What follows belongs to an exercise in optimizing a design on an open flow for small area; a production flow would make more cautious choices. Function was checked by simulation only, so behaviour that the tests miss may differ from the original. No activity file was given, so power comes from the tool's default toggle rates.

Design Controlador_VGA, start of the top module:
module Controlador_VGA(
input wire clock, reset,
input wire [7:0] out_seg_hora,out_min_hora,out_hora_hora,
input wire [7:0] out_dia_fecha,out_mes_fecha,out_jahr_fecha,
input wire [7:0] out_seg_timer,out_min_timer,out_hora_timer,
input wire [1:0] out_banderas_config,
input wire AM_PM,
input wire [1:0] config_mode, cursor_location,
output reg alarma_sonora,
output wire hsync, vsync,
output wire [11:0] RGB
);
Size in the first run: ~580 cells after synthesis, ~60 flip-flops, about 96 I/O pins, ~4600 sq um of cells after synthesis.
clock: 10.0 ns
lec_check: 0
cap_margin: 20
core_margin: 2
core_utilization: 40
slew_margin: 20
standard.sh (not shown) runs the stock make flow with config.mk's settings and CLKGATE_MAP_FILE= SYNTH_SCRIPT=/design/flow/synth_recipe.tcl, a recipe that flattens the netlist after the stock synthesis.
==> flow/flow/run.sh <==
#!/bin/bash
# Own layout flow: the standard ORFS flow (standard.sh) with these changes:
#  - every input and output port still gets its own buffer, but the smallest
#    one (buf_1) instead of the clkdlybuf4s50_1 that buffer_ports picks;
#  - clock tree built from clkbuf_4 cells in clusters of up to 20 registers,
#    without dummy load cells.
# Every ORFS script is used unchanged. Each tool's output goes to a log file
# in this folder.
set -euo pipefail
cp -r "$FLOW_HOME/scripts" scripts_area
cp flow/abc_area_map.script scripts_area/abc_speed.script
KNOBS=(SCRIPTS_DIR="$PWD/scripts_area" ADDER_MAP_FILE=
       "BUFFER_PORTS_ARGS=-buffer_cell sky130_fd_sc_hd__buf_1"
       CTS_BUF_LIST=sky130_fd_sc_hd__clkbuf_4 SLEW_MARGIN=0 CAP_MARGIN=0 GPL_TIMING_DRIVEN=0
       "CTS_ARGS=-sink_clustering_enable -repair_clock_nets -buf_list sky130_fd_sc_hd__clkbuf_4 -sink_clustering_size 20 -sink_clustering_max_diameter 100 -dont_use_dummy_load")
bash standard.sh "${KNOBS[@]}" synth > synth.log 2>&1
bash standard.sh "${KNOBS[@]}" finish > layout.log 2>&1
test -s out/final.def
==> flow/flow/abc_area_map.script <==
strash
dc2
&get -n
&deepsyn -T 60
&dch -f
&nf -R 1000 -E 100 -F 10
&put
topo
stime -c
Rerun with:
--- a/flow/flow/run.sh
+++ b/flow/flow/run.sh
@@ -4,5 +4,10 @@
 #    one (buf_1) instead of the clkdlybuf4s50_1 that buffer_ports picks;
 #  - clock tree built from clkbuf_4 cells in clusters of up to 20 registers,
-#    without dummy load cells.
+#    without dummy load cells;
+#  - the buffers synthesis puts on outputs that share a net are removed at
+#    floorplan (REMOVE_ABC_BUFFERS), and global placement is not timing-driven
+#    (its repair_design would buffer high-fanout nets the 10 ns clock does not
+#    need buffered); the ordinary repair_design after placement still fixes
+#    every slew and capacitance limit with ORFS's default margins.
 # Every ORFS script is used unchanged. Each tool's output goes to a log file
 # in this folder.
@@ -12,5 +17,5 @@
 KNOBS=(SCRIPTS_DIR="$PWD/scripts_area" ADDER_MAP_FILE=
        "BUFFER_PORTS_ARGS=-buffer_cell sky130_fd_sc_hd__buf_1"
-       CTS_BUF_LIST=sky130_fd_sc_hd__clkbuf_4 SLEW_MARGIN=0 CAP_MARGIN=0 GPL_TIMING_DRIVEN=0
+       CTS_BUF_LIST=sky130_fd_sc_hd__clkbuf_4 GPL_TIMING_DRIVEN=0 REMOVE_ABC_BUFFERS=1
        "CTS_ARGS=-sink_clustering_enable -repair_clock_nets -buf_list sky130_fd_sc_hd__clkbuf_4 -sink_clustering_size 20 -sink_clustering_max_diameter 100 -dont_use_dummy_load")
 bash standard.sh "${KNOBS[@]}" synth > synth.log 2>&1
==> flow/flow/abc_area_map.script (replaced) <==
strash
dc2
&get -n
&deepsyn -T 600
&dch -f
&nf -R 1000 -E 100 -F 10
&put
topo
stime -c
Result: The changed run finished with timing, DRC and antenna clean; via count is lower by 1.1%; die area drops by 0.44%; final area decreases by 1.4%; critical path depth is higher by 4; area after synthesis decreases by 0.46%; count of clock-buffer cells in the layout is unchanged; utilization came out lower by 0.47 points; clock skew decreases by 0.0046 ns.

========
## run A
Starting RTL as in the previous note.
Settings: LEC_CHECK=0, CAP_MARGIN=20, CORE_MARGIN=2, CORE_UTILIZATION=40, SLEW_MARGIN=20; clock period 10.0 ns.
==> flow/flow/run.sh <==
#!/bin/bash
# Own layout flow: the standard ORFS flow (standard.sh) with these changes:
#  - every input and output port still gets its own buffer, but the smallest
#    one (buf_1) instead of the clkdlybuf4s50_1 that buffer_ports picks;
#  - clock tree built from clkbuf_4 cells in clusters of up to 20 registers,
#    without dummy load cells.
# Every ORFS script is used unchanged. Each tool's output goes to a log file
# in this folder.
set -euo pipefail
cp -r "$FLOW_HOME/scripts" scripts_area
cp flow/abc_area_map.script scripts_area/abc_speed.script
KNOBS=(SCRIPTS_DIR="$PWD/scripts_area" ADDER_MAP_FILE=
       "BUFFER_PORTS_ARGS=-buffer_cell sky130_fd_sc_hd__buf_1"
       CTS_BUF_LIST=sky130_fd_sc_hd__clkbuf_4 SLEW_MARGIN=10 CAP_MARGIN=10 GPL_TIMING_DRIVEN=0 REMOVE_ABC_BUFFERS=1
       "CTS_ARGS=-sink_clustering_enable -repair_clock_nets -buf_list sky130_fd_sc_hd__clkbuf_4 -sink_clustering_size 20 -sink_clustering_max_diameter 100 -dont_use_dummy_load")
bash standard.sh "${KNOBS[@]}" synth > synth.log 2>&1
bash standard.sh "${KNOBS[@]}" finish > layout.log 2>&1
test -s out/final.def
==> flow/flow/abc_area_map.script <==
strash
dc2
&get -n
&deepsyn -T 60
&dch -f
&nf -R 1000 -E 100 -F 10
&put
topo
stime -c
diff inputs: run A => run B
diff --git a/flow/flow/run.sh b/flow/flow/run.sh
--- a/flow/flow/run.sh
+++ b/flow/flow/run.sh
@@ -12,5 +12,5 @@
 KNOBS=(SCRIPTS_DIR="$PWD/scripts_area" ADDER_MAP_FILE=
        "BUFFER_PORTS_ARGS=-buffer_cell sky130_fd_sc_hd__buf_1"
-       CTS_BUF_LIST=sky130_fd_sc_hd__clkbuf_4 SLEW_MARGIN=10 CAP_MARGIN=10 GPL_TIMING_DRIVEN=0 REMOVE_ABC_BUFFERS=1
+       CTS_BUF_LIST=sky130_fd_sc_hd__clkbuf_4 SLEW_MARGIN=0 CAP_MARGIN=0
        "CTS_ARGS=-sink_clustering_enable -repair_clock_nets -buf_list sky130_fd_sc_hd__clkbuf_4 -sink_clustering_size 20 -sink_clustering_max_diameter 100 -dont_use_dummy_load")
 bash standard.sh "${KNOBS[@]}" synth > synth.log 2>&1
Notes after the runs:
- On clock-cell share of area, run B and run A are basically level.
- Run B: fraction of met3 tracks used by global routing 0.44 points below run A
- NOTE: share of total power consumed by net switching in run B exceeds that of run A
- Re worst setup slack: run A was lower than run B.
- Looking only at final cell area excluding filler cells, and setting everything else aside, the lower value of run B and run A goes to run A.
- Final hold slack: run B better than run A
What run C does differently from run B at the input level:
diff --git a/flow/flow/run.sh b/flow/flow/run.sh
--- a/flow/flow/run.sh
+++ b/flow/flow/run.sh
@@ -12,5 +12,5 @@
 KNOBS=(SCRIPTS_DIR="$PWD/scripts_area" ADDER_MAP_FILE=
        "BUFFER_PORTS_ARGS=-buffer_cell sky130_fd_sc_hd__buf_1"
-       CTS_BUF_LIST=sky130_fd_sc_hd__clkbuf_4 SLEW_MARGIN=0 CAP_MARGIN=0
+       CTS_BUF_LIST=sky130_fd_sc_hd__clkbuf_4 GPL_TIMING_DRIVEN=0 REMOVE_ABC_BUFFERS=1
        "CTS_ARGS=-sink_clustering_enable -repair_clock_nets -buf_list sky130_fd_sc_hd__clkbuf_4 -sink_clustering_size 20 -sink_clustering_max_diameter 100 -dont_use_dummy_load")
 bash standard.sh "${KNOBS[@]}" synth > synth.log 2>&1
Results
Run C vs run B — final clock period utilization by the worst path rose 5.5 points.
In run C, the pre-CTS setup slack came out 0.56 ns below the value in run B.
Register-to-register setup slack was higher in the run labelled run B.
Run C — maximum vdd ir drop about 1% higher, run B as reference
Taking run B as the reference, in run C global-route wire length before repair went up; global routing met1 resource utilization went up; via count went up; actual transition at the worst max-transition pin went down; sequential share of layout area went up.
Run C vs run B, instance count: run C lower
Final cell area: run C below run B
diff inputs: run C => run D
diff --git a/flow/flow/run.sh b/flow/flow/run.sh
--- a/flow/flow/run.sh
+++ b/flow/flow/run.sh
@@ -12,5 +12,5 @@
 KNOBS=(SCRIPTS_DIR="$PWD/scripts_area" ADDER_MAP_FILE=
        "BUFFER_PORTS_ARGS=-buffer_cell sky130_fd_sc_hd__buf_1"
-       CTS_BUF_LIST=sky130_fd_sc_hd__clkbuf_4 GPL_TIMING_DRIVEN=0 REMOVE_ABC_BUFFERS=1
+       CTS_BUF_LIST=sky130_fd_sc_hd__clkbuf_4
        "CTS_ARGS=-sink_clustering_enable -repair_clock_nets -buf_list sky130_fd_sc_hd__clkbuf_4 -sink_clustering_size 20 -sink_clustering_max_diameter 100 -dont_use_dummy_load")
 bash standard.sh "${KNOBS[@]}" synth > synth.log 2>&1
==> flow/flow/abc_area_map.script <==
strash
dc2
&get -n
&deepsyn -T 1500
&dch -f
&nf -R 1000 -E 100 -F 10
&put
topo
stime -c
Compared with run C, in run D final cell count without fillers now larger; final RePlAce weighted congestion now larger; cell area reported after detailed placement now larger; data arrival time of the critical path now smaller.
Run D vs run C — fraction of power consumed by combinational cells dropped 1.1 points.
In the reports for run D and run C, the smaller all-layer global routing usage belongs to run D.

========
Controlador_VGA, a different RTL version from the one above (not shown whole).
For scale: roughly 60 flip-flops, ~96 I/O pins.
Settings: LEC_CHECK=0, CAP_MARGIN=20, CORE_MARGIN=2, CORE_UTILIZATION=40, SLEW_MARGIN=20; clock period 10.0 ns.
==> flow/flow/run.sh <==
#!/bin/bash
# Own layout flow: the standard ORFS flow (standard.sh) with these changes:
#  - synthesis: ABC maps for area (no delay-driven restructuring, buffering or
#    upsizing; the 10 ns clock has ample slack), and Yosys does not extract
#    half/full adders, so ABC sees all of the logic;
#  - every input and output port still gets its own buffer, but the smallest
#    one (buf_1) instead of the clkdlybuf4s50_1 that buffer_ports picks;
#  - clock tree built from clkbuf_4 cells.
# Every ORFS script is used unchanged. Each tool's output goes to a log file
# in this folder.
set -euo pipefail
cp -r "$FLOW_HOME/scripts" scripts_area
cp flow/abc_area_map.script scripts_area/abc_speed.script
KNOBS=(SCRIPTS_DIR="$PWD/scripts_area" ADDER_MAP_FILE=
       "BUFFER_PORTS_ARGS=-buffer_cell sky130_fd_sc_hd__buf_1"
       CTS_BUF_LIST=sky130_fd_sc_hd__clkbuf_4)
bash standard.sh "${KNOBS[@]}" synth > synth.log 2>&1
bash standard.sh "${KNOBS[@]}" finish > layout.log 2>&1
test -s out/final.def
==> flow/flow/abc_area_map.script <==
strash
&get -n
&st
&dch
&nf -R 1000
&put
topo
stime -c
The starting point completed without violations.
Edit:
--- a/flow/flow/run.sh
+++ b/flow/flow/run.sh
@@ -8 +8,2 @@
-#  - clock tree built from clkbuf_4 cells.
+#  - clock tree built from clkbuf_4 cells in clusters of up to 20 registers,
+#    without dummy load cells.
@@ -16 +17,2 @@
-       CTS_BUF_LIST=sky130_fd_sc_hd__clkbuf_4)
+       CTS_BUF_LIST=sky130_fd_sc_hd__clkbuf_8
+       "CTS_ARGS=-sink_clustering_enable -repair_clock_nets -buf_list sky130_fd_sc_hd__clkbuf_8 -sink_clustering_size 30 -sink_clustering_max_diameter 200 -dont_use_dummy_load")
What happened:
- worst hold slack is worse by 0.0057 ns
- clock-buffer cell count is lower by 2
- setup slack is worse by 0.14 ns
- routed wire length hardly moves
- via count is about the same
Edit:
==> flow/flow/run.sh (replaced) <==
#!/bin/bash
# Own layout flow: the standard ORFS flow (standard.sh) with one change to
# synthesis: ABC maps for area (no delay-driven restructuring, buffering or
# upsizing; the 10 ns clock has ample slack) and Yosys does not extract
# half/full adders, so ABC sees all of the logic. Every other script is ORFS's
# own, unchanged. Each tool's output goes to a log file in this folder.
set -euo pipefail
cp -r "$FLOW_HOME/scripts" scripts_area
cp flow/abc_area_map.script scripts_area/abc_speed.script
bash standard.sh SCRIPTS_DIR="$PWD/scripts_area" ADDER_MAP_FILE= synth > synth.log 2>&1
bash standard.sh SCRIPTS_DIR="$PWD/scripts_area" ADDER_MAP_FILE= finish > layout.log 2>&1
test -s out/final.def
After rerunning: The changed run ran to the end with no violations; final area is higher by roughly a tenth; wire length is higher slightly; utilization is higher by 6.5 points; clock power is higher by well over a third; die area does not change.
Edit:
==> flow/flow/run.sh (replaced) <==
#!/bin/bash
# Own layout flow: the standard ORFS flow (standard.sh) with these changes:
#  - synthesis: ABC maps for area (no delay-driven restructuring, buffering or
#    upsizing; the 10 ns clock has ample slack), and Yosys does not extract
#    half/full adders, so ABC sees all of the logic;
#  - every input and output port still gets its own buffer, but the smallest
#    one (buf_1) instead of the clkdlybuf4s50_1 that buffer_ports picks;
#  - clock tree built from clkbuf_4 cells in clusters of up to 20 registers,
#    without dummy load cells.
# Every ORFS script is used unchanged. Each tool's output goes to a log file
# in this folder.
set -euo pipefail
cp -r "$FLOW_HOME/scripts" scripts_area
cp flow/abc_area_map.script scripts_area/abc_speed.script
KNOBS=(SCRIPTS_DIR="$PWD/scripts_area" ADDER_MAP_FILE=
       "BUFFER_PORTS_ARGS=-buffer_cell sky130_fd_sc_hd__buf_1"
       CTS_BUF_LIST=sky130_fd_sc_hd__clkbuf_4
       "CTS_ARGS=-sink_clustering_enable -repair_clock_nets -buf_list sky130_fd_sc_hd__clkbuf_4 -sink_clustering_size 20 -sink_clustering_max_diameter 100 -dont_use_dummy_load")
bash standard.sh "${KNOBS[@]}" synth > synth.log 2>&1
bash standard.sh "${KNOBS[@]}" finish > layout.log 2>&1
test -s out/final.def
=> The changed run produced a clean layout. Wire length went down by 2.2%. Worst hold slack loses 0.0064 ns. Final cell count barely changes. Setup slack gains 0.49 ns. Die area is unchanged. Area after synthesis is unchanged.

==> static timing again, ports no longer ideal <==
How much do the figures lean on ideal ports? The routed layouts below were timed once more, with nothing changed but the port constraints. Step 1 (the two cells are an assumption about what drives the block):
set clk [get_ports {clock}]
set_driving_cell -lib_cell sky130_fd_sc_hd__clkbuf_16 $clk
set_driving_cell -lib_cell sky130_fd_sc_hd__buf_2 [delete_from_list [all_inputs] $clk]
Step 2 moves the port delays by t, midway between the first and last clock arrival at a register: inputs arrive t later, outputs are due t later. That takes back most of the time a late clock gives input paths. Three values: no drivers, after step 1, after step 2; two values: the first two.
run | t (ns) | setup WS [ns] | worst slew at a driven data input, ns
the first run of note 1 | 0.422 | 4.112 / 4.119 / 3.697 | 0.04
the second run of note 1 | 0.398 | 4.580 / 4.589 / 4.190 | 0.04
run A | 0.418 | 3.952 / 3.950 / 3.532 | 0.04
run B | 0.412 | 4.567 / 4.577 / 4.165 | 0.04
run C | 0.413 | 4.016 / 4.016 / 3.603 | 0.05
run D | 0.410 | 5.019 / 5.034 / 4.623 | 0.04
the first run of note 3 | 0.465 | 3.544 / 3.553 / 3.088 | 0.04
the second run of note 3 | 0.360 | 3.403 / 3.414 / 3.054 | 0.04
the third run of note 3 | 0.358 | 3.001 / 3.012 / 2.653 | 0.06
the fourth run of note 3 | 0.426 | 3.487 / 3.497 / 3.071 | 0.04
After both steps every run listed still meets setup and hold. The setup slack of the first run of note 3, which loses most, moves by +0.009 ns with the drivers and by -0.456 ns with both steps.
